This design comes from an exercise in tuning for small area, a short achievable clock period and few clock cycles per item on the open sky130 flow, not from production work. At most, simulation tests tie the RTL to the original design; equivalence was not proved. Function not checked in run 1: the RTL went through the layout flow alone. Power and IR drop assume default switching activity.

==> flow/design.v (outline; a module is shown in full before it is edited, if it fits) <==
// module dot4_tree: 5968 lines
// module systolic_array: 19 lines
// module control_unit: 28 lines
// module top_level_accelerator: 80 lines
module top_level_accelerator #(
    parameter N = 4,
    parameter DATA_WIDTH = 16,
    parameter ACCUM_WIDTH = 40
) (
    input clk,
    input reset,
    input start,
    input load_a_b,
    input [7:0] write_addr,
    input signed [DATA_WIDTH-1:0] write_data_a,
    input signed [DATA_WIDTH-1:0] write_data_b,
    input [7:0] read_addr,
    output signed [ACCUM_WIDTH-1:0] read_data_c,
    output done
);
  // ...
==> flow/run.sh <==
#!/bin/bash
# synth_recipe.tcl (not shown) runs the flow's synth.tcl, then flattens the netlist and writes it again
# the make line also repeats each setting of config.mk as NAME=value (left out here)
make -C /OpenROAD-flow-scripts/flow DESIGN_CONFIG=/design/flow/config.mk WORK_HOME=/design/flow/orfs CLKGATE_MAP_FILE= SYNTH_SCRIPT=/design/flow/synth_recipe.tcl finish
==> flow/config.mk <==
export PLATFORM = sky130hd
export DESIGN_NAME = top_level_accelerator
export DESIGN_NICKNAME = top_level_accelerator
export VERILOG_FILES = /design/flow/design.v
export SDC_FILE = /design/flow/constraint.sdc
export NUM_CORES = 4
export LEC_CHECK = 0
export CAP_MARGIN = 20
export CORE_MARGIN = 2
export CORE_UTILIZATION = 40
export PLACE_DENSITY = 0.6
export SETUP_SLACK_MARGIN = 4.0
export SLEW_MARGIN = 20
==> flow/constraint.sdc <==
create_clock -name core_clock -period 10.0 [get_ports {clk}]
set_input_delay 2.0000 -clock core_clock [delete_from_list [all_inputs] [get_ports {clk}]]
set_output_delay 2.0000 -clock core_clock [all_outputs]
set_load 0.01 [all_outputs]
==> run notes, run 1 <==
* 16.56% — fraction of layout cells with a size suffix above 1
* 5.316 — DR vias/cell
* 31.03% — met1 track demand over resource
* 0.1675 GHz — maximum clock frequency
* met2 — most crowded layer after global routing
* 7.40 mW — sequential power
* dot_inst.s1[16]$_DFF_P_ — Reg-to-Reg End
* 22.46 mm — met3 wirelength from detailed routing
* 2218 — count of inserted tapcells
* 45800 — number of global-route vias before repair
* 29.20% — synthesized-area fraction occupied by adder cells
* cp — largest reg by FF count
* 5 — TritonRoute pass-1 iters
* sky130_fd_sc_hd__fa_1 (959), sky130_fd_sc_hd__inv_1 (930), sky130_fd_sc_hd__dfxtp_1 (866), sky130_fd_sc_hd__nand2_1 (709), sky130_fd_sc_hd__and2_1 (518) — leading post-synthesis cells by instance count
* sky130_fd_sc_hd__fa_1 (959), sky130_fd_sc_hd__inv_1 (929), sky130_fd_sc_hd__dfxtp_1 (864) — commonest cells after routing, fill and taps aside
* buf_4 > nand2_1 > fa_1 > fa_1 > fa_1 > fa_1 > fa_1 > inv_1 > fa_1 > inv_1 > fa_1 > fa_1 > inv_1 > fa_1 — Cell Chain, Critical Path
* 139.4 mm — post-DP HPWL
* flip-flop to flip-flop — path class of the lowest-slack min-delay path
* sky130_fd_sc_hd__fa_1 — most frequent cell after synthesis
* finished clean — outcome
* 13.01 mW — internal power
* adder cells — cell family with most CP delay
* cp[9][24]$_DFF_P_ — Hold Path Origin
* 40.79% — switching power share of the total
* 3374 — multi-input gate count
* 0.07593 mm^2 — post-route cell area
* 40.28% — initial core utilization
* sky130_fd_sc_hd__fa_1 — dominant cell type by count on the critical path
* 19 — antenna violations before repair
* 0.4734% — XOR/XNOR share of the synthesized area
* cp: 544 flops, ap: 256 flops, bp: 256 flops — registers with the highest flip-flop counts
* sky130_fd_sc_hd__fa_1 — highest-delay cell along the critical path
* 0.9709% — Synth async-reset ratio
* 74 — number of library cell types mapped by synthesis
* 416.9 um — Die Width
* 0.03830 mm^2 — combined area of the multi-input logic cells
* multi-input gates — Largest cell class
* dot_inst.s1[16]$_DFF_P_ — capture point of the worst path
==> module systolic_array, before the edit <==
module systolic_array (
    input             clk,
    input      [15:0] a0, a1, a2, a3,
    input      [15:0] b0, b1, b2, b3,
    output     [33:0] c_out
);
    wire [33:0] r0, r1;
    reg  [33:0] s0, s1;
    dot4_tree tree (
        .a0(a0), .b0(b0), .a1(a1), .b1(b1),
        .a2(a2), .b2(b2), .a3(a3), .b3(b3),
        .r0(r0), .r1(r1)
    );
    always @(posedge clk) begin
        s0 <= r0;
        s1 <= r1;
    end
    assign c_out = s0 + s1;
endmodule
==> module top_level_accelerator, before the edit <==
module top_level_accelerator #(
    parameter N = 4,
    parameter DATA_WIDTH = 16,
    parameter ACCUM_WIDTH = 40
) (
    input clk,
    input reset,
    input start,
    input load_a_b,
    input [7:0] write_addr,
    input signed [DATA_WIDTH-1:0] write_data_a,
    input signed [DATA_WIDTH-1:0] write_data_b,
    input [7:0] read_addr,
    output signed [ACCUM_WIDTH-1:0] read_data_c,
    output done
);
    localparam CW = 34;
    reg [15:0]   ap [0:3][0:3];
    reg [15:0]   bp [0:3][0:3];
    reg [CW-1:0] cp [0:3][0:3];
    reg [1:0]    m;
    wire          active;
    wire [3:0]    t;
    wire          wr_en;
    wire [1:0]    wr_row;
    wire [CW-1:0] c_new;
    control_unit ctrl_inst (
        .clk(clk), .reset(reset), .start(start),
        .active(active), .idx(t), .wr_en(wr_en), .wr_row(wr_row),
        .done(done)
    );
    systolic_array dot_inst (
        .clk(clk),
        .a0(ap[0][0]), .a1(ap[0][1]), .a2(ap[0][2]), .a3(ap[0][3]),
        .b0(bp[0][0]), .b1(bp[1][0]), .b2(bp[2][0]), .b3(bp[3][0]),
        .c_out(c_new)
    );
    always @(posedge clk or posedge reset) begin
        if (reset) m <= 2'd0;
        else       m <= m + 2'd1;
    end
    wire       wr_ok  = load_a_b && (write_addr[7:4] == 4'd0);
    wire [1:0] wr_i   = write_addr[3:2];
    wire [1:0] wr_j   = write_addr[1:0];
    wire [1:0] wr_bp  = wr_j - m - 2'd1;      
    wire       rot_a  = active && (t[1:0] == 2'd3);
    integer p, k;
    always @(posedge clk) begin
        for (p = 0; p < 4; p = p + 1)
            for (k = 0; k < 4; k = k + 1) begin
                if (wr_ok && wr_i == p && wr_j == k)
                    ap[p][k] <= write_data_a;
                else if (rot_a)
                    ap[p][k] <= ap[(p + 1) % 4][k];
                if (wr_ok && wr_i == k && wr_bp == p)
                    bp[k][p] <= write_data_b;
                else
                    bp[k][p] <= bp[k][(p + 1) % 4];
            end
        for (p = 0; p < 4; p = p + 1) begin
            cp[p][0] <= cp[p][1];
            cp[p][1] <= cp[p][2];
            cp[p][3] <= cp[p][0];
            if (wr_en && wr_row == p)
                cp[p][2] <= c_new;
            else
                cp[p][2] <= cp[p][3];
        end
    end
    wire [1:0]    rd_p = read_addr[1:0] - m;
    wire [CW-1:0] c_row [0:3];
    genvar q;
    generate
        for (q = 0; q < 4; q = q + 1) begin : rd_row
            assign c_row[q] = cp[read_addr[3:2]][q];
        end
    endgenerate
    wire [CW-1:0] c_rd = c_row[rd_p];
    assign read_data_c = {{(ACCUM_WIDTH-CW){c_rd[CW-1]}}, c_rd};
endmodule
==> run 2: changes to the inputs <==
--- a/flow/design.v
+++ b/flow/design.v
@@ -1,9 +1,9 @@
-module dot4_tree(input [15:0] a0, input [15:0] b0, input [15:0] a1, input [15:0] b1, input [15:0] a2, input [15:0] b2, input [15:0] a3, input [15:0] b3, output [33:0] r0, output [33:0] r1);
+module dot4_tree(input [15:0] a0, input [15:0] b0, input [15:0] a1, input [15:0] b1, input [15:0] a2, input [15:0] b2, input [15:0] a3, input [15:0] b3, output [33:0] r0, output [33:0] r1, output [33:0] r2);
   wire pp1;
   assign pp1 = a0[0] & b0[0];
   wire pp2;
   assign pp2 = a0[0] & b0[1];
   wire pp3;
   assign pp3 = a0[0] & b0[2];
   wire pp4;
   assign pp4 = a0[0] & b0[3];
@@ -5830,165 +5830,41 @@
   wire s2915;
   wire c2916;
   assign s2915 = s2851 ^ c2848 ^ c2850;
   assign c2916 = (s2851 & c2848) | (s2851 & c2850) | (c2848 & c2850);
   wire s2917;
   wire c2918;
   assign s2917 = c2734 ^ c2736 ^ c2852;
   assign c2918 = (c2734 & c2736) | (c2734 & c2852) | (c2736 & c2852);
-  wire s2919;
-  wire c2920;
-  assign s2919 = pp513 ^ pp769;
-  assign c2920 = pp513 & pp769;
-  wire s2921;
-  wire c2922;
-  assign s2921 = c2856 ^ s2737 ^ s2857;
-  assign c2922 = (c2856 & s2737) | (c2856 & s2857) | (s2737 & s2857);
-  wire s2923;
-  wire c2924;
-  assign s2923 = s2739 ^ c2858 ^ s2859;
-  assign c2924 = (s2739 & c2858) | (s2739 & s2859) | (c2858 & s2859);
-  wire s2925;
-  wire c2926;
-  assign s2925 = c2860 ^ s2745 ^ s2861;
-  assign c2926 = (c2860 & s2745) | (c2860 & s2861) | (s2745 & s2861);
-  wire s2927;
-  wire c2928;
-  assign s2927 = c2862 ^ s2749 ^ s2863;
-  assign c2928 = (c2862 & s2749) | (c2862 & s2863) | (s2749 & s2863);
-  wire s2929;
-  wire c2930;
-  assign s2929 = c2864 ^ s2753 ^ s2865;
-  assign c2930 = (c2864 & s2753) | (c2864 & s2865) | (s2753 & s2865);
-  wire s2931;
-  wire c2932;
-  assign s2931 = c2866 ^ s2757 ^ s2867;
-  assign c2932 = (c2866 & s2757) | (c2866 & s2867) | (s2757 & s2867);
-  wire s2933;
-  wire c2934;
-  assign s2933 = c2868 ^ s2761 ^ s2869;
-  assign c2934 = (c2868 & s2761) | (c2868 & s2869) | (s2761 & s2869);
-  wire s2935;
-  wire c2936;
-  assign s2935 = s2765 ^ c2870 ^ s2871;
-  assign c2936 = (s2765 & c2870) | (s2765 & s2871) | (c2870 & s2871);
-  wire s2937;
-  wire c2938;
-  assign s2937 = c2872 ^ s2769 ^ s2873;
-  assign c2938 = (c2872 & s2769) | (c2872 & s2873) | (s2769 & s2873);
-  wire s2939;
-  wire c2940;
-  assign s2939 = c2874 ^ s2773 ^ s2875;
-  assign c2940 = (c2874 & s2773) | (c2874 & s2875) | (s2773 & s2875);
-  wire s2941;
-  wire c2942;
-  assign s2941 = s2777 ^ c2876 ^ s2877;
-  assign c2942 = (s2777 & c2876) | (s2777 & s2877) | (c2876 & s2877);
-  wire s2943;
-  wire c2944;
-  assign s2943 = s2781 ^ c2878 ^ s2879;
-  assign c2944 = (s2781 & c2878) | (s2781 & s2879) | (c2878 & s2879);
-  wire s2945;
-  wire c2946;
-  assign s2945 = s2785 ^ c2880 ^ s2881;
-  assign c2946 = (s2785 & c2880) | (s2785 & s2881) | (c2880 & s2881);
-  wire s2947;
-  wire c2948;
-  assign s2947 = c2882 ^ s2789 ^ s2883;
-  assign c2948 = (c2882 & s2789) | (c2882 & s2883) | (s2789 & s2883);
-  wire s2949;
-  wire c2950;
-  assign s2949 = s2793 ^ c2884 ^ s2885;
-  assign c2950 = (s2793 & c2884) | (s2793 & s2885) | (c2884 & s2885);
-  wire s2951;
-  wire c2952;
-  assign s2951 = s2797 ^ c2886 ^ s2887;
-  assign c2952 = (s2797 & c2886) | (s2797 & s2887) | (c2886 & s2887);
-  wire s2953;
-  wire c2954;
-  assign s2953 = s2801 ^ c2888 ^ s2889;
-  assign c2954 = (s2801 & c2888) | (s2801 & s2889) | (c2888 & s2889);
-  wire s2955;
-  wire c2956;
-  assign s2955 = s2805 ^ c2890 ^ s2891;
-  assign c2956 = (s2805 & c2890) | (s2805 & s2891) | (c2890 & s2891);
-  wire s2957;
-  wire c2958;
-  assign s2957 = s2809 ^ c2892 ^ s2893;
-  assign c2958 = (s2809 & c2892) | (s2809 & s2893) | (c2892 & s2893);
-  wire s2959;
-  wire c2960;
-  assign s2959 = s2813 ^ c2894 ^ s2895;
-  assign c2960 = (s2813 & c2894) | (s2813 & s2895) | (c2894 & s2895);
-  wire s2961;
-  wire c2962;
-  assign s2961 = s2817 ^ c2896 ^ s2897;
-  assign c2962 = (s2817 & c2896) | (s2817 & s2897) | (c2896 & s2897);
-  wire s2963;
-  wire c2964;
-  assign s2963 = s2821 ^ c2898 ^ s2899;
-  assign c2964 = (s2821 & c2898) | (s2821 & s2899) | (c2898 & s2899);
-  wire s2965;
-  wire c2966;
-  assign s2965 = s2825 ^ c2900 ^ s2901;
-  assign c2966 = (s2825 & c2900) | (s2825 & s2901) | (c2900 & s2901);
-  wire s2967;
-  wire c2968;
-  assign s2967 = s2829 ^ c2902 ^ s2903;
-  assign c2968 = (s2829 & c2902) | (s2829 & s2903) | (c2902 & s2903);
-  wire s2969;
-  wire c2970;
-  assign s2969 = c2830 ^ s2905 ^ c2904;
-  assign c2970 = (c2830 & s2905) | (c2830 & c2904) | (s2905 & c2904);
-  wire s2971;
-  wire c2972;
-  assign s2971 = s2837 ^ c2906 ^ s2907;
-  assign c2972 = (s2837 & c2906) | (s2837 & s2907) | (c2906 & s2907);
-  wire s2973;
-  wire c2974;
-  assign s2973 = s2841 ^ c2908 ^ s2909;
-  assign c2974 = (s2841 & c2908) | (s2841 & s2909) | (c2908 & s2909);
-  wire s2975;
-  wire c2976;
-  assign s2975 = s2845 ^ c2910 ^ s2911;
-  assign c2976 = (s2845 & c2910) | (s2845 & s2911) | (c2910 & s2911);
-  wire s2977;
-  wire c2978;
-  assign s2977 = c2846 ^ s2913 ^ c2912;
-  assign c2978 = (c2846 & s2913) | (c2846 & c2912) | (s2913 & c2912);
-  wire s2979;
-  wire c2980;
-  assign s2979 = s2853 ^ c2914 ^ s2915;
-  assign c2980 = (s2853 & c2914) | (s2853 & s2915) | (c2914 & s2915);
-  wire s2981;
-  wire c2982;
-  assign s2981 = s2917 ^ c2854 ^ c2916;
-  assign c2982 = (s2917 & c2854) | (s2917 & c2916) | (c2854 & c2916);
-  assign r0 = {1'b1, c2918, c2980, c2978, c2976, c2974, c2972, c2970, c2968, c2966, c2964, c2962, c2960, c2958, c2956, c2954, c2952, c2950, c2948, c2946, c2944, c2942, c2940, c2938, c2936, c2934, c2932, c2930, c2928, c2926, c2924, c2922, c2920, s2855};
-  assign r1 = {1'b0, c2982, s2981, s2979, s2977, s2975, s2973, s2971, s2969, s2967, s2965, s2963, s2961, s2959, s2957, s2955, s2953, s2951, s2949, s2947, s2945, s2943, s2941, s2939, s2937, s2935, s2933, s2931, s2929, s2927, s2925, s2923, s2921, s2919};
+  assign r0 = {1'b1, c2918, c2854, s2853, c2846, s2845, s2841, s2837, c2830, s2829, s2825, s2821, s2817, s2813, s2809, s2805, s2801, s2797, s2793, s2789, s2785, s2781, s2777, s2773, s2769, s2765, s2761, s2757, s2753, s2749, s2745, s2739, s2737, pp513};
+  assign r1 = {1'b0, 1'b0, c2916, c2914, c2912, c2910, c2908, c2906, c2904, c2902, c2900, c2898, c2896, c2894, c2892, c2890, c2888, c2886, c2884, c2882, c2880, c2878, c2876, c2874, c2872, c2870, c2868, c2866, c2864, c2862, c2860, c2858, c2856, pp769};
+  assign r2 = {1'b0, 1'b0, s2917, s2915, s2913, s2911, s2909, s2907, s2905, s2903, s2901, s2899, s2897, s2895, s2893, s2891, s2889, s2887, s2885, s2883, s2881, s2879, s2877, s2875, s2873, s2871, s2869, s2867, s2865, s2863, s2861, s2859, s2857, s2855};
 endmodule
 module systolic_array (
     input             clk,
     input      [15:0] a0, a1, a2, a3,
     input      [15:0] b0, b1, b2, b3,
     output     [33:0] c_out
 );
-    wire [33:0] r0, r1;
-    reg  [33:0] s0, s1;
+    wire [33:0] r0, r1, r2;
+    reg  [33:0] s0, s1, s2;
     dot4_tree tree (
         .a0(a0), .b0(b0), .a1(a1), .b1(b1),
         .a2(a2), .b2(b2), .a3(a3), .b3(b3),
-        .r0(r0), .r1(r1)
+        .r0(r0), .r1(r1), .r2(r2)
     );
     always @(posedge clk) begin
         s0 <= r0;
         s1 <= r1;
+        s2 <= r2;
     end
-    assign c_out = s0 + s1;
+    wire [33:0] u = s0 ^ s1 ^ s2;
+    wire [33:0] v = (s0 & s1) | (s0 & s2) | (s1 & s2);
+    assign c_out = u + {v[32:0], 1'b0};
 endmodule
 module control_unit (
     input            clk,
     input            reset,
     input            start,
     output           active,     
     output reg [3:0] idx,        
     output reg       wr_en,      
@@ -6077,19 +5953,27 @@
             cp[p][1] <= cp[p][2];
             cp[p][3] <= cp[p][0];
             if (wr_en && wr_row == p)
                 cp[p][2] <= c_new;
             else
                 cp[p][2] <= cp[p][3];
         end
     end
-    wire [1:0]    rd_p = read_addr[1:0] - m;
-    wire [CW-1:0] c_row [0:3];
+    wire [3:0]    rd_j = 4'b0001 << read_addr[1:0];
+    wire [CW-1:0] c_ring [0:3];
+    wire [3:0]    rd_sel;
+    reg  [CW-1:0] c_rd;
+    integer       r;
     genvar q;
     generate
-        for (q = 0; q < 4; q = q + 1) begin : rd_row
-            assign c_row[q] = cp[read_addr[3:2]][q];
+        for (q = 0; q < 4; q = q + 1) begin : rd
+            assign c_ring[q] = cp[read_addr[3:2]][q];
+            assign rd_sel[q] = rd_j[(q + m) % 4];
         end
     endgenerate
-    wire [CW-1:0] c_rd = c_row[rd_p];
+    always @(*) begin
+        c_rd = {CW{1'b0}};
+        for (r = 0; r < 4; r = r + 1)
+            c_rd = c_rd | ({CW{rd_sel[r]}} & c_ring[r]);
+    end
     assign read_data_c = {{(ACCUM_WIDTH-CW){c_rd[CW-1]}}, c_rd};
 endmodule
--- a/flow/config.mk
+++ b/flow/config.mk
@@ -4,10 +4,10 @@
 export VERILOG_FILES = /design/flow/design.v
 export SDC_FILE = /design/flow/constraint.sdc
 export NUM_CORES = 4
 export LEC_CHECK = 0
 export CAP_MARGIN = 20
 export CORE_MARGIN = 2
 export CORE_UTILIZATION = 40
 export PLACE_DENSITY = 0.6
-export SETUP_SLACK_MARGIN = 4.0
+export SETUP_SLACK_MARGIN = 4.6
 export SLEW_MARGIN = 20
==> run 2 against run 1 <==
Compared with the run above:
- still clean
- setup slack improved by 0.40 ns
- critical path depth is 6 lower
- count of clock-buffer cells in the layout up 14
- total power shrank 0.56%
- critical path type is now input pin to primary output
- highest routed layer unchanged
==> run notes, run 2 <==
* 6995 — Final Net Count
* 208.4 mm — total length of routed wires
* primary output — Setup crit end kind
* 256 — number of enable flip-flop cells after synthesis
* 141.9 mm — post-DP HPWL, +1.7%
* 0 — final hold viol count
* 5.320 — DR vias/cell, about the same
* finished clean — outcome
* 24.31% — relative slew slack
* 11.83 um^2 — Syn Area/Cell
* 418.3 um — height of the die
* cp: 544 flops, ap: 256 flops, bp: 256 flops — registers with the highest flip-flop counts
* 24 — antenna violations before repair, +5
* 5 — TritonRoute pass-1 iters, unchanged
* 68 — number of library cell types mapped by synthesis, -8.1%
* 5801 — gate count after technology mapping
* 15500 — Fillers
* 3945 — number of DRC markers in iteration 0
* sky130_fd_sc_hd__fa_1 — cell type with the highest aggregate area in the netlist
* sky130_fd_sc_hd__fa_1 (28%), sky130_fd_sc_hd__dfxtp_1 (26%), sky130_fd_sc_hd__edfxtp_1 (11%) — top cells by area, synth
* sky130_fd_sc_hd__fa_1 — most frequent cell after synthesis
* 0.06865 mm^2 — Netlist Area Pre-Place
* 13.22% — synth-to-layout area growth
* 32.26 nW — leak pwr
* sky130_fd_sc_hd__dfxtp_1 — Post-synth top flop
* input pin — startpoint types
* done — clock tree from TritonCTS
* 37.75% — sequential element share of the synthesized area
* 10.12% — area fraction in and, or, nand and nor cells after synthesis
* 0.9450% — Synth async-reset ratio, -0.026 points
* 1164 — flip-flop and latch count after synthesis
* 0 ns — Post-Route Setup TNS
* 0.1795 GHz — maximum clock frequency, +7.2%
* 28.98% — synthesized-area fraction occupied by adder cells, -0.22 points
* sky130_fd_sc_hd__fa_1 — commonest non-fill, non-tap cell in the layout
* sky130_fd_sc_hd__fa_1 (960), sky130_fd_sc_hd__inv_1 (908), sky130_fd_sc_hd__dfxtp_1 (897), sky130_fd_sc_hd__nand2_1 (711), sky130_fd_sc_hd__and2_1 (534) — leading post-synthesis cells by instance count
* 27.99% — post-synth top area share
* 0 — Max Cap Viol
* 0.78 ns — clock insertion delay at the later pin of the skew report
* 307.9 mm — first-pass GRT wire length
* 544 — flip-flop count of the largest register after layout
* 0.06710 ns — clk_skew
* 3 — # H-tree levels
* 7 — critical-path maximum fanout
* flip-flop to flip-flop — path class of the lowest-slack min-delay path
* 0.3189% — XOR/XNOR share of the synthesized area, -0.15 points
* 0 — final max-slew violation count
* 20.26% — fraction of layout cells with a size suffix above 1, +3.7 points
* 6867 — net count after synthesis
* 3 — maximum buffer depth of the clock tree
* 55.71% — ratio of final minimum period to clock period
* 0 — number of antenna-violating nets in the routed design
* 114 — number of buffers added by the clock tree synthesis step
* 46660 — number of global-route vias before repair, +1.9%
* 40.15% — initial core utilization, -0.13 points
* sky130_fd_sc_hd__clkbuf_16 — CTS Root Buffer Type
* 12.97% — mux cell area share after synthesis
* 0.9509 — final estimated routing congestion in global placement
* 0.1710 mm^2 — area of the core region
* 1164 — CTS sink cnt
* 21.85 mW — post-layout power
* 3.111% — post-synthesis compound-gate area fraction
* 0.1887 mV — Peak supply drop
* 0.1750 mm^2 — die area
* adder cells — dominant combinational cell family by area after synthesis
* 8.00 ns — critical path required time
* 3.57 ns — data arrival time of the critical path
* 152 — standard-cell rows
* 418.3 um — Die Width, +0.34%
* 43970 — number of vias in the routed layout
* 0 — sum of overflow across all layers after global routing
* yes — RSZ-0062 raised after global routing
* 0.06 ns — clock slew seen by the registers of the worst setup and hold paths
* 0 — count of endpoints failing setup in the final report
* 93 — # IOs
* 5.571 ns — minimum clock period after layout
* input pin to primary output — worst setup path class
* 281.1 mW/mm^2 — areal power density over the cells
* 24.08% — overall global routing resource usage
* cp — largest reg by FF count
* 88 — count of port buffers added during placement
* 25.22 um — Wirelength per Cell
* 71 — pin count of the biggest net entering global routing
* 1.135 ns — actual slew at the worst max-slew pin
* sky130_fd_sc_hd__fa_1 (960), sky130_fd_sc_hd__inv_1 (907), sky130_fd_sc_hd__dfxtp_1 (881) — commonest cells after routing, fill and taps aside
* 9 — Ys Warns
* 0 — Post-route DRC
==> run 2: cell count changes in the layout (fill, tap and decap cells not counted), sizes merged, moves of 15 or more <==
cell         change
buf             +89
a22oi           +67
o21ai           -42
mux4            -34
o31ai           +32
dfxtp           +31
nand3           +23
inv             -22
dlygate4sd2     -21
and2            +18
clkbuf          +18
and3            +15
==> run 2: cells by family after synthesis <==
group	Yosys count
buf+inv	1206
compound gates	324
flops	1164
xor+xnor	25
fa+ha+maj	1014
simple gates	1413
mux	655
==> run 2: worst paths after layout <==
kind / startpoint / end / slack, ns / cells past startpoint
worst max register to register: bp[8][1]$_DFF_P_ / dot_inst.s2[18]$_DFF_P_ / 4.71 / 12
min in group asynchronous: reset / ctrl_inst.done$_DFF_PP0_ / 1.58 / 2
max in group asynchronous: reset / ctrl_inst.idx[1]$_DFFE_PP0N_ / 8.06 / 2
worst max-delay path: read_addr[1] / read_data_c[33] / 4.43 / 8
worst min register to register: cp[6][30]$_DFF_P_ / cp[5][30]$_DFF_P_ / 0.34 / 0
worst min-delay path: cp[6][30]$_DFF_P_ / cp[5][30]$_DFF_P_ / 0.34 / 0
==> run 2: critical path, stage by stage <==
cell	delay [ns]
sky130_fd_sc_hd__buf_12	0.11
sky130_fd_sc_hd__xor2_4	0.21
sky130_fd_sc_hd__mux2_4	0.41
sky130_fd_sc_hd__buf_12	0.18
sky130_fd_sc_hd__a22oi_2	0.23
sky130_fd_sc_hd__nand2_4	0.13
sky130_fd_sc_hd__buf_6	0.14
sky130_fd_sc_hd__buf_6	0.12
==> run 2: timing repair <==
action / 4_1_cts / 5_1_grt
setup buffers: 52 / 15
hold buffers: 0 / 0
pin swaps: 32 / 24
cloned: 19 / 1
gates resized for setup: 280 / 44
setup endpoints to repair: 50 / 57
==> run 2: through the flow <==
step                      util, %  setup WS, ns  cells  cell area (um^2)  hold slack (ns)
after floorplan                 -         4.611   5801             68730           0.3259
after global placement      42.23         2.921   7959             72200           0.3271
after detailed placement    42.23         2.896   7959             72200           0.3314
after CTS                   45.29         4.441   8240             77440           0.3181
after global routing        45.45         4.405   8258             77710           0.3362
final                       45.46         4.429   8264             77730           0.3353
==> run 2: final cells by class <==
type | count | area (um^2) | share of cell area, %
diodes | 8 | 20.02 | 0.02576
flip-flops and latches | 1164 | 25940 | 33.37
multi-input cells | 3433 | 38500 | 49.53
clock inverters | 41 | 590.6 | 0.7598
clock buffers | 169 | 3388 | 4.359
repair buffers | 308 | 3090 | 3.976
well taps | 2233 | 2794 | 3.594
inverters | 908 | 3408 | 4.385
==> run 2: where the power goes <==
group,internal (mW),switching [mW]
logic,3.64,6.12
clock network,2.63,1.85
registers,6.79,0.804
total,13.1,8.78
==> run 2: routing by layer <==
| layer | vias up | GRT usage (%) | part of all wire [%] |
|---|---|---|---|
| li1 | 18560 | - | - |
| met1 | 22700 | 30.85 | 40 |
| met2 | 2127 | 38.39 | 46 |
| met3 | 572 | 5.995 | 9.5 |
| met4 | 6 | 11.09 | 5.1 |
| met5 | - | 0.2223 | 0.049 |
Testbench counts of run 2, summed over its fixed seeds: cycles 10,688, items 320.
==> run 3: changes to the inputs <==
==> flow/flow/run.sh (new file) <==
#!/bin/bash
# Own layout flow: the standard flow, with one step between synthesis and
# floorplan: flow/polarity.py picks the polarity of the full adders and simple
# gates in the synthesized netlist so that fewer inverters are needed (the
# netlist's function, registers and ports are unchanged).
set -euo pipefail
R=orfs/results/${FLOW_PLATFORM}/top_level_accelerator/base

bash standard.sh synth > synth.log 2>&1
cp $R/1_2_yosys.v $R/1_2_yosys.orig.v
python3 flow/polarity.py $R/1_2_yosys.orig.v $R/1_2_yosys.v > polarity.log 2>&1
bash standard.sh > layout.log 2>&1
==> flow/flow/polarity.py (new file) <==
#!/usr/bin/env python3
"""Remove inverters from a sky130hd gate netlist by choosing the polarity of
full adders and of simple gates.

A full adder is self-dual: FA(~a, ~b, ~c) = (~sum, ~carry). So each full adder
may work on complemented inputs and give complemented outputs. A 2-input AND
may become a NAND (and so on) and give its output complemented. This script
collapses every inverter between internal nets, picks a polarity for every
full adder and such gate by local search to need as few inverters as
possible, and writes the netlist back with the inverters that remain needed.
Flip-flops, ports and all other cells keep their names and functions.

usage: polarity.py IN.v OUT.v
"""
import re
import sys
from collections import defaultdict

INV_COST = 3.7536
# cell base -> (complement base, area of base, area of complement) for _1 drive
FLIP = {
    "and2": ("nand2", 6.256, 3.7536), "nand2": ("and2", 3.7536, 6.256),
    "or2": ("nor2", 6.256, 3.7536), "nor2": ("or2", 3.7536, 6.256),
    "and3": ("nand3", 6.256, 5.0048), "nand3": ("and3", 5.0048, 6.256),
    "or3": ("nor3", 6.256, 5.0048), "nor3": ("or3", 5.0048, 6.256),
    "and4": ("nand4", 7.5072, 6.256), "nand4": ("and4", 6.256, 7.5072),
    "or4": ("nor4", 7.5072, 6.256), "nor4": ("or4", 6.256, 7.5072),
    "xor2": ("xnor2", 8.7584, 8.7584), "xnor2": ("xor2", 8.7584, 8.7584),
}
OUT_PINS = {"X", "Y", "Q", "Q_N", "SUM", "COUT", "HI", "LO"}
PFX = "sky130_fd_sc_hd__"

CELL_RE = re.compile(r"^(\s*)(" + PFX + r"\w+)\s+(\S+)\s*\((.*?)\);\s*$", re.S | re.M)
PIN_RE = re.compile(r"\.(\w+)\(([^()]*)\)")


def split_type(t):
    m = re.match(PFX + r"(\w+?)_(\d+)$", t)
    return (m.group(1), m.group(2)) if m else (t[len(PFX):], "")


def esc(n):
    """A net as written: escaped identifiers end with a space."""
    return n + " " if n.startswith("\\") else n


def main(src, dst):
    text = open(src).read()
    mod_end = text.rindex("endmodule")
    cells = []
    for m in CELL_RE.finditer(text):
        pins = [(p, n.strip()) for p, n in PIN_RE.findall(m.group(4))]
        cells.append({"type": m.group(2), "name": m.group(3), "pins": pins,
                      "span": m.span()})
    ports = set()
    for m in re.finditer(r"^\s*(input|output|inout)\s+(\[[^\]]*\]\s*)?([^;]+);", text, re.M):
        for n in m.group(3).split(","):
            ports.add(n.strip())

    def is_port(net):
        base = net.split("[")[0].strip()
        return base in ports or net in ports

    assigned = set()
    for m in re.finditer(r"^\s*assign\s+(.*?)\s*=\s*(.*?);", text, re.M):
        assigned.add(m.group(1).strip())
        assigned.add(m.group(2).strip())

    driver = {}
    loads = defaultdict(list)
    for ci, c in enumerate(cells):
        for pi, (p, n) in enumerate(c["pins"]):
            if p in OUT_PINS:
                driver[n] = (ci, p)
            else:
                loads[n].append((ci, pi))

    def inv_cell(c):
        b, _ = split_type(c["type"])
        return b in ("inv", "clkinv")

    # collapsible inverters: internal input and output nets
    removed = set()
    for ci, c in enumerate(cells):
        if inv_cell(c):
            a = dict(c["pins"])["A"]
            y = dict(c["pins"])["Y"]
            if is_port(a) or is_port(y) or a in assigned or y in assigned:
                continue
            if a.startswith(("1'", "0'")):
                continue
            removed.add(ci)

    def root(net):
        """(root net, parity) through removed inverters."""
        par = 0
        seen = 0
        while net in driver and driver[net][0] in removed:
            net = dict(cells[driver[net][0]]["pins"])["A"]
            par ^= 1
            seen += 1
            assert seen < 1000
        return net, par

    # variables
    var_of_cell = {}
    cost0 = {}
    cost1 = {}
    for ci, c in enumerate(cells):
        if ci in removed:
            continue
        b, drive = split_type(c["type"])
        if b == "fa":
            var_of_cell[ci] = len(var_of_cell)
            cost0[ci] = cost1[ci] = 0.0
        elif b in FLIP and drive == "1":
            var_of_cell[ci] = len(var_of_cell)
            cost0[ci] = FLIP[b][1]
            cost1[ci] = FLIP[b][2]
    nv = len(var_of_cell)
    cell_of_var = {v: ci for ci, v in var_of_cell.items()}

    # consumers: for each root net, list of (cell index, pin index, parity, var or None)
    cons = defaultdict(list)
    for ci, c in enumerate(cells):
        if ci in removed:
            continue
        b, _ = split_type(c["type"])
        for pi, (p, n) in enumerate(c["pins"]):
            if p in OUT_PINS:
                continue
            r, par = root(n)
            v = var_of_cell.get(ci) if b == "fa" else None
            cons[r].append((ci, pi, par, v))
    # root nets driven by a variable cell
    drv_var = {}
    for ci, v in var_of_cell.items():
        for p, n in cells[ci]["pins"]:
            if p in OUT_PINS:
                drv_var[n] = v
    # nets each variable touches
    touch = defaultdict(set)
    for r, lst in cons.items():
        if r in drv_var:
            touch[drv_var[r]].add(r)
        for (_, _, _, v) in lst:
            if v is not None:
                touch[v].add(r)

    y = [0] * nv

    def need_inv(r):
        xr = y[drv_var[r]] if r in drv_var else 0
        for (_, _, par, v) in cons[r]:
            want = par ^ (y[v] if v is not None else 0)
            if want != xr:
                return True
        return False

    def total():
        s = sum(INV_COST for r in cons if need_inv(r))
        s += sum(cost1[cell_of_var[v]] if y[v] else cost0[cell_of_var[v]] for v in range(nv))
        return s

    def local(v):
        ci = cell_of_var[v]
        s = cost1[ci] if y[v] else cost0[ci]
        s += sum(INV_COST for r in touch[v] if need_inv(r))
        return s

    start = total()

    def search():
        improved = True
        passes = 0
        while improved and passes < 50:
            improved = False
            passes += 1
            for v in range(nv):
                before = local(v)
                y[v] ^= 1
                after = local(v)
                if after < before - 1e-9:
                    improved = True
                else:
                    y[v] ^= 1

    best = None
    parent = list(range(nv))
    rel = [0] * nv          # parity to parent

    def find(v):
        path = []
        while parent[v] != v:
            path.append(v)
            v = parent[v]
        # compress
        for u in reversed(path):
            p = parent[u]
            if p != v:
                rel[u] ^= rel[p]
                parent[u] = v
        return v

    def parity(v):
        find(v)
        return rel[v] if parent[v] != v else 0

    conflicts = 0
    for r, lst in cons.items():
        if r not in drv_var:
            continue
        g = drv_var[r]
        for (_, _, par, v) in lst:
            if v is None:
                continue
            a, b = find(g), find(v)
            pa, pb = parity(g), parity(v)
            if a == b:
                if pa ^ pb != par:
                    conflicts += 1
                continue
            parent[a] = b
            rel[a] = pa ^ pb ^ par
    groups = defaultdict(list)
    for v in range(nv):
        groups[find(v)].append((v, parity(v)))
    gtouch = {}
    for gid, members in groups.items():
        ts = set()
        for v, _ in members:
            ts |= touch[v]
        gtouch[gid] = ts

    def glocal(gid):
        s = 0.0
        for v, _ in groups[gid]:
            ci = cell_of_var[v]
            s += cost1[ci] if y[v] else cost0[ci]
        s += sum(INV_COST for r in gtouch[gid] if need_inv(r))
        return s

    def gsearch():
        improved = True
        passes = 0
        while improved and passes < 50:
            improved = False
            passes += 1
            for gid, members in groups.items():
                before = glocal(gid)
                for v, _ in members:
                    y[v] ^= 1
                after = glocal(gid)
                if after < before - 1e-9:
                    improved = True
                else:
                    for v, _ in members:
                        y[v] ^= 1

    for init in (0, 1):
        for gid, members in groups.items():
            for v, p in members:
                y[v] = p ^ init
        gsearch()
        search()
        t = total()
        if best is None or t < best[0]:
            best = (t, list(y))
    print("groups %d, conflicts %d" % (len(groups), conflicts))
    for init in (0, 1):
        for v in range(nv):
            b, _ = split_type(cells[cell_of_var[v]]["type"])
            if b == "fa":
                y[v] = init
            elif b in ("and2", "or2", "and3", "or3", "and4", "or4"):
                y[v] = init
            else:
                y[v] = 0
        search()
        t = total()
        if best is None or t < best[0]:
            best = (t, list(y))
    y[:] = best[1]
    final = best[0]

    # rewrite
    new_nets = []
    new_cells = []
    inv_net = {}

    def inverted(r):
        if r not in inv_net:
            nn = "_pinv_%d_" % len(inv_net)
            inv_net[r] = nn
            new_nets.append(nn)
            new_cells.append("  %sinv_1 _pinvc_%d_ (\n    .A(%s),\n    .Y(%s)\n  );\n"
                             % (PFX, len(new_cells), esc(r), nn))
        return inv_net[r]

    conn = {}
    for r, lst in cons.items():
        xr = y[drv_var[r]] if r in drv_var else 0
        for (ci, pi, par, v) in lst:
            want = par ^ (y[v] if v is not None else 0)
            conn[(ci, pi)] = r if want == xr else inverted(r)

    out = []
    pos = 0
    for ci, c in enumerate(cells):
        s, e = c["span"]
        out.append(text[pos:s])
        pos = e
        if ci in removed:
            continue
        t = c["type"]
        v = var_of_cell.get(ci)
        b, drive = split_type(t)
        if v is not None and y[v] and b in FLIP:
            t = PFX + FLIP[b][0] + "_" + drive
        pins = []
        nb, _ = split_type(t)
        for pi, (p, n) in enumerate(c["pins"]):
            if t != c["type"] and p in ("X", "Y"):
                p = "Y" if nb.startswith(("nand", "nor", "xnor")) else "X"
            pins.append("    .%s(%s)" % (p, esc(conn.get((ci, pi), n) if p not in OUT_PINS else n)))
        out.append("  %s %s (\n%s\n  );" % (t, c["name"], ",\n".join(pins)))
    tail = text[pos:]
    me = tail.rindex("endmodule")
    out.append(tail[:me])
    for nn in new_nets:
        out.append("  wire %s;\n" % nn)
    out.extend(new_cells)
    out.append(tail[me:])
    open(dst, "w").write("".join(out))
    nfl = sum(1 for v in range(nv) if y[v])
    print("polarity: %d inverters collapsed, %d variables (%d flipped), %d inverters added;"
          " cost %.0f -> %.0f um2" % (len(removed), nv, nfl, len(inv_net), start, final))


if __name__ == "__main__":
    main(sys.argv[1], sys.argv[2])
==> flow/standard.sh (new file) <==
#!/bin/bash
# synth_recipe.tcl (not shown) runs the flow's synth.tcl, then flattens the netlist and writes it again
# the make line also repeats each setting of config.mk as NAME=value (left out here)
make -C /OpenROAD-flow-scripts/flow DESIGN_CONFIG=/design/flow/config.mk WORK_HOME=/design/flow/orfs CLKGATE_MAP_FILE= SYNTH_SCRIPT=/design/flow/synth_recipe.tcl "${@:-finish}"
--- a/flow/config.mk
+++ b/flow/config.mk
@@ -7,7 +7,9 @@
 export LEC_CHECK = 0
 export CAP_MARGIN = 20
 export CORE_MARGIN = 2
-export CORE_UTILIZATION = 40
-export PLACE_DENSITY = 0.6
-export SETUP_SLACK_MARGIN = 4.6
+export CORE_UTILIZATION = 55
+export CTS_CLUSTER_DIAMETER = 60
+export CTS_CLUSTER_SIZE = 30
+export PLACE_DENSITY = 0.72
+export SETUP_SLACK_MARGIN = 4.7
 export SLEW_MARGIN = 20
removed: flow/run.sh
==> run 3 against run 2 <==
Compared with the run above:
- still clean on timing, DRC and antenna
- maximum frequency is 0.40% higher
- sequential share of layout area is 2.7 points higher
- combinational power grew 5%
- core utilization increased by 16 points
- clock skew is 0.014 ns lower
- total power decreased by 2.1%
- clock power is about 20% lower
- wire length is 7.4% lower
- final cell count down 19%
- non-clock buffer count is 20 lower
- count of clock-buffer cells in the layout shrank 81
- via count shrank 4.7%
- largest cell class unchanged
==> run notes, run 3 <==
* finished clean — outcome
* 296.9 mW/mm^2 — areal power density over the cells, +5.6%
* 93 — # IOs, unchanged
* 4.451 ns — post-route setup slack, +0.02217 ns
* flip-flop to flip-flop — path class of the lowest-slack min-delay path
* 8909 — Fillers, -43%
* 0.72 ns — clock insertion delay at the later pin of the skew report, -0.06 ns
* 127.1 mm — post-DP HPWL, -10%
* 61.24% — Core Util, Final, +16 points
* 0.2594 mV — Peak supply drop, +37%
* 0 — final max-slew violation count, unchanged
* 347.5 um — height of the die, -17%
* 71 — pin count of the biggest net entering global routing, unchanged
* 1164 — CTS sink cnt, unchanged
* 286.0 mm — first-pass GRT wire length, -7.1%
* 0 — final hold viol count, unchanged
* 41910 — number of vias in the routed layout, -4.7%
* 0.3163 ns — Worst Hold Margin, -0.01902 ns
* 3 — maximum buffer depth of the clock tree, unchanged
* 0 — Post-route DRC, unchanged
* 3 — # H-tree levels, unchanged
* cp — largest reg by FF count
* 0.07202 mm^2 — post-route cell area, -7.3%
* 6.232 — DR vias/cell, +17%
* yes — RSZ-0062 raised after global routing
* sky130_fd_sc_hd__nand2_1 — commonest non-fill, non-tap cell in the layout
* 1.205 ns — actual slew at the worst max-slew pin, +0.06920 ns
* 0.1176 mm^2 — area of the core region, -31%
* 28.68 um — Wirelength per Cell, +14%
* cp: 544 flops, ap: 256 flops, bp: 256 flops — registers with the highest flip-flop counts
* 5052 — gate count after technology mapping, -13%
* 0.06747 mm^2 — Post-DP Area, -6.6%
* 8.00 ns — critical path required time, about the same
* 55.49% — ratio of final minimum period to clock period, -0.22 points
* 5.549 ns — minimum clock period after layout, -0.02217 ns
* 22.41% — fraction of layout cells with a size suffix above 1, +2.2 points
* 0 — Max Cap Viol, unchanged
* sky130_fd_sc_hd__nand2_1 (1085), sky130_fd_sc_hd__fa_1 (960), sky130_fd_sc_hd__dfxtp_1 (867) — commonest cells after routing, fill and taps aside
* 192.9 mm — total length of routed wires, -7.4%
* 0 ns — Post-Route Setup TNS, unchanged
* 0 — count of endpoints failing setup in the final report, unchanged
* 77 — number of buffers added by the clock tree synthesis step, -32%
* 0.1802 GHz — maximum clock frequency, +0.40%
* 6505 — cell total after placement, -18%
* 0.06488 mm^2 — Netlist Area Pre-Place, -5.5%
* 4768 — number of DRC markers in iteration 0, +21%
* 3.200 ns — pre-CTS setup slack, +0.3039 ns
* 6118 — net count after synthesis, -11%
* 0 — hold-fix buffers at CTS, unchanged
* 1.014 — final estimated routing congestion in global placement, +6.6%
* 21.38 mW — post-layout power, -2.1%
* 544 — flip-flop count of the largest register after layout, unchanged
* 347.5 um — Die Width, -17%
* 4 — antenna violations before repair, -83%
* done — clock tree from TritonCTS
* 19.59% — relative slew slack, -4.7 points
* 32.32% — overall global routing resource usage, +8.2 points
* 88 — count of port buffers added during placement, unchanged
* 12.84 um^2 — Syn Area/Cell, +8.5%
* 8 — critical-path maximum fanout, +1
* 6187 — Final Net Count, -12%
* 6725 — Final Instance Count excl. Fillers, -19%
* 0.05278 ns — clk_skew, -0.01432 ns
* input pin to primary output — worst setup path class
* 9 — Ys Warns, unchanged
* 11.00% — synth-to-layout area growth
* 3.55 ns — data arrival time of the critical path, -0.02 ns
* 0 — number of antenna-violating nets in the routed design, unchanged
* 7 — TritonRoute pass-1 iters, +2
* 44860 — number of global-route vias before repair, -3.9%
* 0 — sum of overflow across all layers after global routing, unchanged
* 24.16 nW — leak pwr, -25%
* 126 — standard-cell rows, -17%
* sky130_fd_sc_hd__clkbuf_16 — CTS Root Buffer Type
* 0.11 ns — clock slew seen by the registers of the worst setup and hold paths, +0.05 ns
* input pin — startpoint types
* primary output — Setup crit end kind
* 55.17% — initial core utilization, +15 points
* 0.1207 mm^2 — die area, -31%
[run 3: final cells by class]
class | instances | area (um^2) | share of cell area (%)
Multi-Input combinational cell | 3431 | 37490 | 52.06
Sequential cell | 1164 | 25960 | 36.05
Timing Repair Buffer | 288 | 3110 | 4.319
Clock buffer | 88 | 2051 | 2.847
Tap cell | 1536 | 1922 | 2.668
Clock inverter | 56 | 875.8 | 1.216
Inverter | 159 | 599.3 | 0.8322
Antenna cell | 3 | 7.507 | 0.01042
[run 3: report_power, final]
group,switching (mW),leakage [nW],internal (mW),total (mW)
Sequential,0.843,9.98,6.79,7.63
Clock,1.91,1.39,1.69,3.60
Combinational,6.22,12.8,3.93,10.2
Total,8.97,24.2,12.4,21.4
[run 3: layer usage]
| metal | global-route usage (%) | routed length (um) |
|---|---|---|
| met3 | 11.81 | 25050 |
| met4 | 17.10 | 13800 |
| met2 | 50.39 | 85900 |
| met1 | 39.38 | 67970 |
| met5 | 0.7203 | 189 |
[run 3: path summary, 6_finish.rpt]
| path | startpoint | endpoint | slack (ns) | cells past startpoint |
|---|---|---|---|---|
| min in group asynchronous | reset | m[1]$_DFF_PP0_ | 1.57 | 2 |
| max in group asynchronous | reset | m[0]$_DFF_PP0_ | 8.14 | 2 |
| setup / recovery | read_addr[1] | read_data_c[19] | 4.45 | 10 |
| setup reg to reg | bp[8][8]$_DFF_P_ | dot_inst.s2[19]$_DFF_P_ | 4.71 | 10 |
| hold / removal | cp[8][29]$_DFF_P_ | cp[11][29]$_DFF_P_ | 0.32 | 0 |
| hold reg to reg | cp[8][29]$_DFF_P_ | cp[11][29]$_DFF_P_ | 0.32 | 0 |
[run 3: critical path: stages]
cell and delay [ns]:
sky130_fd_sc_hd__buf_8 0.10, sky130_fd_sc_hd__xor2_4 0.15, sky130_fd_sc_hd__buf_4 0.16, sky130_fd_sc_hd__inv_4 0.05, sky130_fd_sc_hd__mux2_4 0.34, sky130_fd_sc_hd__buf_12 0.16
sky130_fd_sc_hd__buf_16 0.16, sky130_fd_sc_hd__a22oi_2 0.15, sky130_fd_sc_hd__nand2_1 0.10, sky130_fd_sc_hd__buf_2 0.15
[run 3: repair_timing]
action | CTS | global route
pin swaps | 34 | 13
buffers inserted | 46 | 6
gates cloned | 18 | 3
setup endpoints to repair | 56 | 50
gates resized for setup | 311 | 26
endpoints found under the hold margin | 0 | 0
==> run 4: changes to the inputs <==
--- a/flow/design.v
+++ b/flow/design.v
@@ -5958,7 +5958,7 @@
                 cp[p][2] <= cp[p][3];
         end
     end
-    wire [3:0]    rd_j = 4'b0001 << read_addr[1:0];
+    reg  [1:0]    rd_t [0:3];
     wire [CW-1:0] c_ring [0:3];
     wire [3:0]    rd_sel;
     reg  [CW-1:0] c_rd;
@@ -5966,8 +5966,12 @@
     genvar q;
     generate
         for (q = 0; q < 4; q = q + 1) begin : rd
+            always @(posedge clk or posedge reset) begin
+                if (reset) rd_t[q] <= q;
+                else       rd_t[q] <= rd_t[q] + 2'd1;
+            end
             assign c_ring[q] = cp[read_addr[3:2]][q];
-            assign rd_sel[q] = rd_j[(q + m) % 4];
+            assign rd_sel[q] = (read_addr[1:0] == rd_t[q]);
         end
     endgenerate
     always @(*) begin
--- a/flow/config.mk
+++ b/flow/config.mk
@@ -7,9 +7,9 @@
 export LEC_CHECK = 0
 export CAP_MARGIN = 20
 export CORE_MARGIN = 2
-export CORE_UTILIZATION = 55
+export CORE_UTILIZATION = 65
 export CTS_CLUSTER_DIAMETER = 60
 export CTS_CLUSTER_SIZE = 30
-export PLACE_DENSITY = 0.72
-export SETUP_SLACK_MARGIN = 4.7
+export PLACE_DENSITY = 0.8
+export SETUP_SLACK_MARGIN = 4.6
 export SLEW_MARGIN = 20
==> run 4 against run 3 <==
Compared with the run above:
- still clean
- clock skew is 0.0013 ns higher
- area after synthesis up 0.90%
- maximum frequency is 0.59% higher
- final cell count shrank 2.5%
- sequential share of layout area rose by 0.21 points
- via count is 4.2% higher
- final area is 0.13% higher
- register-to-register slack worse by 0.17 ns
- largest cell class unchanged
- largest power group unchanged
- highest routed layer unchanged
==> run notes, run 4 <==
* 4 — antenna violations before repair, unchanged
* 21.50 mW — post-layout power, +0.57%
* ap[3][6]$_DFFE_PP_ — beginning of the worst register-to-register path
* 10.16% — synth-to-layout area growth
* cp: 544 flops, ap: 256 flops, bp: 256 flops — registers with the highest flip-flop counts
* 3.52 ns — data arrival time of the critical path, -0.03 ns
* 0.1033 mm^2 — die area, -14%
* 5.516 ns — minimum clock period after layout, -0.03229 ns
* 0.2480 mV — Peak supply drop, -4.4%
* 321.4 um — height of the die, -7.5%
* 0.1000 mm^2 — area of the core region, -15%
* 10 — Worst Reg2Reg Path Length in Cells, unchanged
* 12.81 um^2 — Syn Area/Cell, -0.28%
* 0 — count of endpoints failing setup in the final report, unchanged
* 0.05405 ns — clk_skew, +0.001274 ns
* sky130_fd_sc_hd__mux4_2 — highest-delay cell along the critical path
* 8.990 mW — Sw Pwr, +0.18%
* cp[11][28]$_DFF_P_ — end of the worst hold path
* 8.00 ns — critical path required time, about the same
* 0 — hold-fix buffers at CTS, unchanged
* 3.098 ns — pre-CTS setup slack, -0.1022 ns
* 3 — maximum buffer depth of the clock tree, unchanged
* 127.2 mm — post-DP HPWL, +0.13%
* 55.16% — ratio of final minimum period to clock period, -0.32 points
* 15.82% — relative slew slack, -3.8 points
* 0.3337 ns — Worst Hold Margin, +0.01738 ns
* 4 — buffer and inverter count on the worst path, -2
* 198.0 mm — total length of routed wires, +2.7%
* clkbuf_16 > buf_16 > buf_12 > mux4_2 > a32oi_1 > nand3_1 > buf_2 — Cell Chain, Critical Path
* 0 — Post-route DRC, unchanged
* 321.4 um — Die Width, -7.5%
* 39.15% — overall global routing resource usage, +6.8 points
* 298.2 mW/mm^2 — areal power density over the cells, +0.43%
* 0 — final hold viol count, unchanged
* sky130_fd_sc_hd__clkbuf_16 — CTS Root Buffer Type
* 0 — sum of overflow across all layers after global routing, unchanged
* 7 — critical path depth, -3
* buffers and inverters — cell family with most CP delay
* 0 — Worst Hold Path Cells, unchanged
* 9 — TritonRoute pass-1 iters, +2
* input pin to primary output — worst setup path class
* 5582 — number of DRC markers in iteration 0, +17%
* 36.0% — share of power burned in registers, +0.3 points
* 0 — final max-slew violation count, unchanged
* 4.54 ns — Register-to-Register Setup Slack, -0.17 ns
* 0.49 ns — crit-path max cell delay, +0.15 ns
* 1.006 — final estimated routing congestion in global placement, -0.75%
* finished clean — outcome
* 93 — # IOs, unchanged
* 6258 — Final Net Count, +1.1%
* 6325 — cell total after placement, -2.8%
* yes — RSZ-0062 raised after global routing
* 88 — count of port buffers added during placement, unchanged
* cp — largest reg by FF count
* 43670 — number of vias in the routed layout, +4.2%
* 17.4% — share of total power in the clock network, +0.6 points
* 0 ns — Post-Route Setup TNS, unchanged
* sky130_fd_sc_hd__nand2_1 (1055), sky130_fd_sc_hd__fa_1 (960), sky130_fd_sc_hd__dfxtp_1 (879) — commonest cells after routing, fill and taps aside
* 11 — Ys Warns, +2
* 5112 — gate count after technology mapping, +1.2%
* 0 — Max Cap Viol, unchanged
* 21.37% — fraction of layout cells with a size suffix above 1, -1.0 points
* 1.261 ns — actual slew at the worst max-slew pin, +0.05638 ns
* 0 — number of antenna-violating nets in the routed design, unchanged
* 30.20 um — Wirelength per Cell, +5.3%
* 0.73 ns — clock insertion delay at the later pin of the skew report, about the same
* 8 — critical-path maximum fanout, unchanged
* input pin — startpoint types
* 46.6% — Comb pwr share, -0.9 points
* 24.45 nW — leak pwr, +1.2%
* 3 — # H-tree levels, unchanged
* 78 — number of buffers added by the clock tree synthesis step, +1.3%
* cp[8][28]$_DFF_P_ — Hold Path Origin
* 4.484 ns — post-route setup slack, +0.03229 ns
* dot_inst.s2[18]$_DFF_P_ — Reg-to-Reg End
* 65.47% — initial core utilization, +10 points
* 6.659 — DR vias/cell, +6.8%
* primary output — Setup crit end kind
* 46750 — number of global-route vias before repair, +4.2%
* done — clock tree from TritonCTS
* flip-flop to flip-flop — path class of the lowest-slack min-delay path
* 116 — standard-cell rows, -7.9%
* 12.51 mW — internal power, +0.85%
* 41.81% — switching power share of the total, -0.16 points
* 1172 — CTS sink cnt, +0.69%
* 0.10 ns — clock slew seen by the registers of the worst setup and hold paths, about the same
* 544 — flip-flop count of the largest register after layout, unchanged
* 0.06547 mm^2 — Netlist Area Pre-Place, +0.90%
* 6558 — Final Instance Count excl. Fillers, -2.5%
* 64 — pin count of the biggest net entering global routing, -9.9%
* sky130_fd_sc_hd__nand2_1 — commonest non-fill, non-tap cell in the layout
* 6178 — net count after synthesis, +0.98%
* 293.3 mm — first-pass GRT wire length, +2.6%
* 0.1813 GHz — maximum clock frequency, +0.59%
-- run 4: cell count changes in the layout (fill, tap and decap cells not counted), moves of 20 or more --
cell / before / now
sky130_fd_sc_hd__nand3_1: 32 / 124
sky130_fd_sc_hd__a22oi_2: 48 / 0
sky130_fd_sc_hd__nand2_1: 1085 / 1055
sky130_fd_sc_hd__o31ai_1: 35 / 7
sky130_fd_sc_hd__a32oi_1: 0 / 26
sky130_fd_sc_hd__buf_4: 150 / 175
sky130_fd_sc_hd__mux2_2: 513 / 490
sky130_fd_sc_hd__o21ai_0: 105 / 127
sky130_fd_sc_hd__a22oi_1: 20 / 0
-- run 4: power groups by stage --
| stage | registers [mW] | clock network (mW) | logic (mW) |
|---|---|---|---|
| after CTS | 7.69 | 3.75 | 9.50 |
| final | 7.73 | 3.74 | 10.0 |
| after floorplan | 7.46 | 0 | 6.15 |
| after detailed placement | 7.82 | 0 | 9.34 |
| after global routing | 7.85 | 3.95 | 10.7 |
| after global placement | 7.72 | 0 | 9.04 |
-- run 4: layout make-up --
class,instances,area [um^2]
Fill cell,6319,27880
Tap cell,1298,1624
Multi-Input combinational cell,3480,37620
Clock inverter,56,920.9
Antenna cell,5,12.51
Sequential cell,1172,26150
Inverter,155,581.8
Clock buffer,87,2111
Timing Repair Buffer,305,3102
-- run 4: what timing repair did --
item,CTS,global route
pin swaps,24,26
gates cloned,15,1
resized for setup,184,55
setup buffers,49,20
endpoints found under the setup margin,51,49
-- run 4: metrics by stage --
stage               util [%]  cell area (um^2)
floorplan                  -             65520
global placement       67.71             67710
detailed placement     67.71             67710
CTS                    71.78             71780
global route           72.11             72110
finish                 72.12             72120
-- run 4: worst max-delay path by stage --
stage	slack [ns]	start	to
detailed placement	3.10	read_addr[2]	read_data_c[38]
global placement	3.16	read_addr[2]	read_data_c[39]
global route	4.48	read_addr[2]	read_data_c[29]
floorplan	4.61	read_addr[3]	read_data_c[34]
CTS	4.47	read_addr[2]	read_data_c[38]
finish	4.48	read_addr[2]	read_data_c[29]
-- run 4: per-layer routing --
| metal | global-route usage [%] | up-vias | part of all wire [%] |
|---|---|---|---|
| li1 | - | 17120 | - |
| met4 | 23.43 | 6 | 8.0 |
| met5 | 1.939 | - | 0.12 |
| met1 | 45.80 | 21930 | 33 |
| met3 | 16.21 | 1205 | 14 |
| met2 | 60.48 | 3413 | 44 |
Testbench counts of run 4, summed over its fixed seeds: cycles 10,688, items 320.
==> run 5: changes to the inputs <==
--- a/flow/design.v
+++ b/flow/design.v
@@ -5859,7 +5859,165 @@
     end
     wire [33:0] u = s0 ^ s1 ^ s2;
     wire [33:0] v = (s0 & s1) | (s0 & s2) | (s1 & s2);
-    assign c_out = u + {v[32:0], 1'b0};
+    bk34 cpa (.a(u), .b({v[32:0], 1'b0}), .s(c_out));
+endmodule
+module bk34(input [33:0] a, input [33:0] b, output [33:0] s);
+  wire [33:0] p0 = a ^ b;
+  wire [33:0] g0 = a & b;
+  wire G1 = g0[1] | (p0[1] & g0[0]);
+  wire P1 = p0[1] & p0[0];
+  wire G2 = g0[3] | (p0[3] & g0[2]);
+  wire P2 = p0[3] & p0[2];
+  wire G3 = g0[5] | (p0[5] & g0[4]);
+  wire P3 = p0[5] & p0[4];
+  wire G4 = g0[7] | (p0[7] & g0[6]);
+  wire P4 = p0[7] & p0[6];
+  wire G5 = g0[9] | (p0[9] & g0[8]);
+  wire P5 = p0[9] & p0[8];
+  wire G6 = g0[11] | (p0[11] & g0[10]);
+  wire P6 = p0[11] & p0[10];
+  wire G7 = g0[13] | (p0[13] & g0[12]);
+  wire P7 = p0[13] & p0[12];
+  wire G8 = g0[15] | (p0[15] & g0[14]);
+  wire P8 = p0[15] & p0[14];
+  wire G9 = g0[17] | (p0[17] & g0[16]);
+  wire P9 = p0[17] & p0[16];
+  wire G10 = g0[19] | (p0[19] & g0[18]);
+  wire P10 = p0[19] & p0[18];
+  wire G11 = g0[21] | (p0[21] & g0[20]);
+  wire P11 = p0[21] & p0[20];
+  wire G12 = g0[23] | (p0[23] & g0[22]);
+  wire P12 = p0[23] & p0[22];
+  wire G13 = g0[25] | (p0[25] & g0[24]);
+  wire P13 = p0[25] & p0[24];
+  wire G14 = g0[27] | (p0[27] & g0[26]);
+  wire P14 = p0[27] & p0[26];
+  wire G15 = g0[29] | (p0[29] & g0[28]);
+  wire P15 = p0[29] & p0[28];
+  wire G16 = g0[31] | (p0[31] & g0[30]);
+  wire P16 = p0[31] & p0[30];
+  wire G17 = g0[33] | (p0[33] & g0[32]);
+  wire P17 = p0[33] & p0[32];
+  wire G18 = G2 | (P2 & G1);
+  wire P18 = P2 & P1;
+  wire G19 = G4 | (P4 & G3);
+  wire P19 = P4 & P3;
+  wire G20 = G6 | (P6 & G5);
+  wire P20 = P6 & P5;
+  wire G21 = G8 | (P8 & G7);
+  wire P21 = P8 & P7;
+  wire G22 = G10 | (P10 & G9);
+  wire P22 = P10 & P9;
+  wire G23 = G12 | (P12 & G11);
+  wire P23 = P12 & P11;
+  wire G24 = G14 | (P14 & G13);
+  wire P24 = P14 & P13;
+  wire G25 = G16 | (P16 & G15);
+  wire P25 = P16 & P15;
+  wire G26 = G19 | (P19 & G18);
+  wire P26 = P19 & P18;
+  wire G27 = G21 | (P21 & G20);
+  wire P27 = P21 & P20;
+  wire G28 = G23 | (P23 & G22);
+  wire P28 = P23 & P22;
+  wire G29 = G25 | (P25 & G24);
+  wire P29 = P25 & P24;
+  wire G30 = G27 | (P27 & G26);
+  wire P30 = P27 & P26;
+  wire G31 = G29 | (P29 & G28);
+  wire P31 = P29 & P28;
+  wire G32 = G31 | (P31 & G30);
+  wire P32 = P31 & P30;
+  wire G33 = G28 | (P28 & G30);
+  wire P33 = P28 & P30;
+  wire G34 = G20 | (P20 & G26);
+  wire P34 = P20 & P26;
+  wire G35 = G22 | (P22 & G30);
+  wire P35 = P22 & P30;
+  wire G36 = G24 | (P24 & G33);
+  wire P36 = P24 & P33;
+  wire G37 = G3 | (P3 & G18);
+  wire P37 = P3 & P18;
+  wire G38 = G5 | (P5 & G26);
+  wire P38 = P5 & P26;
+  wire G39 = G7 | (P7 & G34);
+  wire P39 = P7 & P34;
+  wire G40 = G9 | (P9 & G30);
+  wire P40 = P9 & P30;
+  wire G41 = G11 | (P11 & G35);
+  wire P41 = P11 & P35;
+  wire G42 = G13 | (P13 & G33);
+  wire P42 = P13 & P33;
+  wire G43 = G15 | (P15 & G36);
+  wire P43 = P15 & P36;
+  wire G44 = G17 | (P17 & G32);
+  wire P44 = P17 & P32;
+  wire G45 = g0[2] | (p0[2] & G1);
+  wire P45 = p0[2] & P1;
+  wire G46 = g0[4] | (p0[4] & G18);
+  wire P46 = p0[4] & P18;
+  wire G47 = g0[6] | (p0[6] & G37);
+  wire P47 = p0[6] & P37;
+  wire G48 = g0[8] | (p0[8] & G26);
+  wire P48 = p0[8] & P26;
+  wire G49 = g0[10] | (p0[10] & G38);
+  wire P49 = p0[10] & P38;
+  wire G50 = g0[12] | (p0[12] & G34);
+  wire P50 = p0[12] & P34;
+  wire G51 = g0[14] | (p0[14] & G39);
+  wire P51 = p0[14] & P39;
+  wire G52 = g0[16] | (p0[16] & G30);
+  wire P52 = p0[16] & P30;
+  wire G53 = g0[18] | (p0[18] & G40);
+  wire P53 = p0[18] & P40;
+  wire G54 = g0[20] | (p0[20] & G35);
+  wire P54 = p0[20] & P35;
+  wire G55 = g0[22] | (p0[22] & G41);
+  wire P55 = p0[22] & P41;
+  wire G56 = g0[24] | (p0[24] & G33);
+  wire P56 = p0[24] & P33;
+  wire G57 = g0[26] | (p0[26] & G42);
+  wire P57 = p0[26] & P42;
+  wire G58 = g0[28] | (p0[28] & G36);
+  wire P58 = p0[28] & P36;
+  wire G59 = g0[30] | (p0[30] & G43);
+  wire P59 = p0[30] & P43;
+  wire G60 = g0[32] | (p0[32] & G32);
+  wire P60 = p0[32] & P32;
+  assign s[0] = p0[0];
+  assign s[1] = p0[1] ^ g0[0];
+  assign s[2] = p0[2] ^ G1;
+  assign s[3] = p0[3] ^ G45;
+  assign s[4] = p0[4] ^ G18;
+  assign s[5] = p0[5] ^ G46;
+  assign s[6] = p0[6] ^ G37;
+  assign s[7] = p0[7] ^ G47;
+  assign s[8] = p0[8] ^ G26;
+  assign s[9] = p0[9] ^ G48;
+  assign s[10] = p0[10] ^ G38;
+  assign s[11] = p0[11] ^ G49;
+  assign s[12] = p0[12] ^ G34;
+  assign s[13] = p0[13] ^ G50;
+  assign s[14] = p0[14] ^ G39;
+  assign s[15] = p0[15] ^ G51;
+  assign s[16] = p0[16] ^ G30;
+  assign s[17] = p0[17] ^ G52;
+  assign s[18] = p0[18] ^ G40;
+  assign s[19] = p0[19] ^ G53;
+  assign s[20] = p0[20] ^ G35;
+  assign s[21] = p0[21] ^ G54;
+  assign s[22] = p0[22] ^ G41;
+  assign s[23] = p0[23] ^ G55;
+  assign s[24] = p0[24] ^ G33;
+  assign s[25] = p0[25] ^ G56;
+  assign s[26] = p0[26] ^ G42;
+  assign s[27] = p0[27] ^ G57;
+  assign s[28] = p0[28] ^ G36;
+  assign s[29] = p0[29] ^ G58;
+  assign s[30] = p0[30] ^ G43;
+  assign s[31] = p0[31] ^ G59;
+  assign s[32] = p0[32] ^ G32;
+  assign s[33] = p0[33] ^ G60;
 endmodule
 module control_unit (
     input            clk,
--- a/flow/config.mk
+++ b/flow/config.mk
@@ -5,6 +5,7 @@
 export SDC_FILE = /design/flow/constraint.sdc
 export NUM_CORES = 4
 export LEC_CHECK = 0
+export ABC_AREA = 1
 export CAP_MARGIN = 20
 export CORE_MARGIN = 2
 export CORE_UTILIZATION = 65
==> run 5 against run 4 <==
Compared with the run above:
- highest routed layer unchanged
- wire length increased by 4.1%
- largest cell class unchanged
- die area decreased by 1.9%
- global-route usage rose by 0.34 points
- still clean on timing, DRC and antenna
- sequential cell count did not move
- final cell count rose by 15%
==> run notes, run 5 <==
* finished clean — outcome
* 0 — final hold viol count, unchanged
* 20.41 mW — post-layout power, -5.1%
* 0 — sum of overflow across all layers after global routing, unchanged
* 0.70 ns — clock insertion delay at the later pin of the skew report, -0.03 ns
* sky130_fd_sc_hd__nand2_1 — commonest non-fill, non-tap cell in the layout
* 55.61% — ratio of final minimum period to clock period, +0.44 points
* 49400 — number of vias in the routed layout, +13%
* 39.49% — overall global routing resource usage, +0.34 points
* 1172 — CTS sink cnt, unchanged
* 65.44% — initial core utilization, about the same
* 3.56 ns — data arrival time of the critical path, +0.04 ns
* 0 ns — Post-Route Setup TNS, unchanged
* 10.71% — synth-to-layout area growth
* 11 — Worst Reg2Reg Path Length in Cells, +1
* 0 — Max Cap Viol, unchanged
* 0.04314 ns — clk_skew, -0.01091 ns
* 0.28 ns — crit-path max cell delay, -0.21 ns
* 115 — pin count of the biggest net entering global routing, +80%
* 93 — # IOs, unchanged
* 5 — antenna violations before repair, +1
* input pin — startpoint types
* 0.06422 mm^2 — Netlist Area Pre-Place, -1.9%
* 7337 — net count after synthesis, +19%
* dot_inst.s2[16]$_DFF_P_ — Reg-to-Reg End
* 1.010 — final estimated routing congestion in global placement, +0.42%
* 0.06553 mm^2 — Post-DP Area, -3.2%
* 0.03538 mm^2 — combined area of the multi-input logic cells, -5.9%
* 23.90% — relative slew slack, +8.1 points
* 0 — count of endpoints failing setup in the final report, unchanged
* 10 — critical-path maximum fanout, +2
* done — clock tree from TritonCTS
* 88 — count of port buffers added during placement, unchanged
* 10.26 um^2 — Syn Area/Cell, -20%
* yes — RSZ-0062 raised after global routing
* 8.00 ns — critical path required time, about the same
* 7241 — Final Net Count, +16%
* cp[5][30]$_DFF_P_ — end of the worst hold path
* 8.703 mW — Sw Pwr, -3.2%
* 5.561 ns — minimum clock period after layout, +0.04406 ns
* 44.6% — Comb pwr share, -2.0 points
* 0 — number of antenna-violating nets in the routed design, unchanged
* 0.1798 GHz — maximum clock frequency, -0.79%
* sky130_fd_sc_hd__clkbuf_16 — CTS Root Buffer Type
* 124.0 mm — post-DP HPWL, -2.5%
* sky130_fd_sc_hd__nand2_1 (1725), sky130_fd_sc_hd__fa_1 (975), sky130_fd_sc_hd__dfxtp_1 (877) — commonest cells after routing, fill and taps aside
* sky130_fd_sc_hd__or2_4 — highest-delay cell along the critical path
* 11.70 mW — internal power, -6.5%
* 17.4% — share of total power in the clock network, about the same
==> run 5: power groups by stage <==
stage / registers, mW / clock network, mW / logic, mW
3_5_place_dp: 7.89 / 0 / 8.15
2_1_floorplan: 7.37 / 0 / 5.48
4_1_cts: 7.75 / 3.56 / 8.37
6_report: 7.74 / 3.56 / 9.11
3_3_place_gp: 7.80 / 0 / 7.76
5_1_grt: 7.86 / 3.75 / 9.85
==> run 5: how the worst max path moves through the flow <==
stage                 startpoint         endpoint  slack [ns]  cells past startpoint
global placement    read_addr[2]  read_data_c[31]        2.41                     10
finish              read_addr[2]  read_data_c[31]        4.44                     11
CTS                 read_addr[1]   read_data_c[4]        4.50                     10
detailed placement  read_addr[2]  read_data_c[31]        2.33                     10
global route        read_addr[2]  read_data_c[20]        4.41                     11
floorplan           read_addr[2]  read_data_c[34]        4.60                     11
==> run 5: cell type report <==
cell class,instances,share of cell area (%)
Sequential cell,1172,36.78
Multi-Input combinational cell,4239,49.77
Clock buffer,78,2.716
Timing Repair Buffer,329,5.077
Timing Repair inverter,10,0.2200
Clock inverter,59,1.316
Inverter,334,1.841
Antenna cell,5,0.01760
Tap cell,1287,2.265
==> run 5: metrics by stage <==
stage	utilization (%)	hold slack, ns
5_1_grt	72.44	0.3349
2_1_floorplan	-	0.3259
6_report	72.45	0.3198
3_3_place_gp	66.77	0.3313
3_5_place_dp	66.77	0.3341
4_1_cts	71.17	0.3289
==> run 5: what timing repair did <==
action                     CTS  global route
resized for setup          311           139
gates cloned                23            11
setup buffers               52            61
hold endpoints to repair     0             0
pin swaps                   29            33
hold buffers                 0             0
setup endpoints to repair   47            53
==> run 5: routing by layer <==
metal / GRT usage (%) / part of all wire [%] / vias to the layer above
met5: 2.364 / 0.24 / -
met4: 25.80 / 9.4 / 18
met3: 17.01 / 16 / 1487
met2: 58.75 / 42 / 4432
met1: 46.83 / 32 / 23770
li1: - / - / 19700
Testbench counts of run 5, summed over its fixed seeds: cycles 10,688, items 320.

Setup slack of run 5, layout unchanged: 4.439 ns with ideal ports, 4.185 ns with driving cells assumed (clock clkbuf_16, inputs buf_2), 4.185 ns with port delays also shifted by the 0.748 ns mid clock arrival.
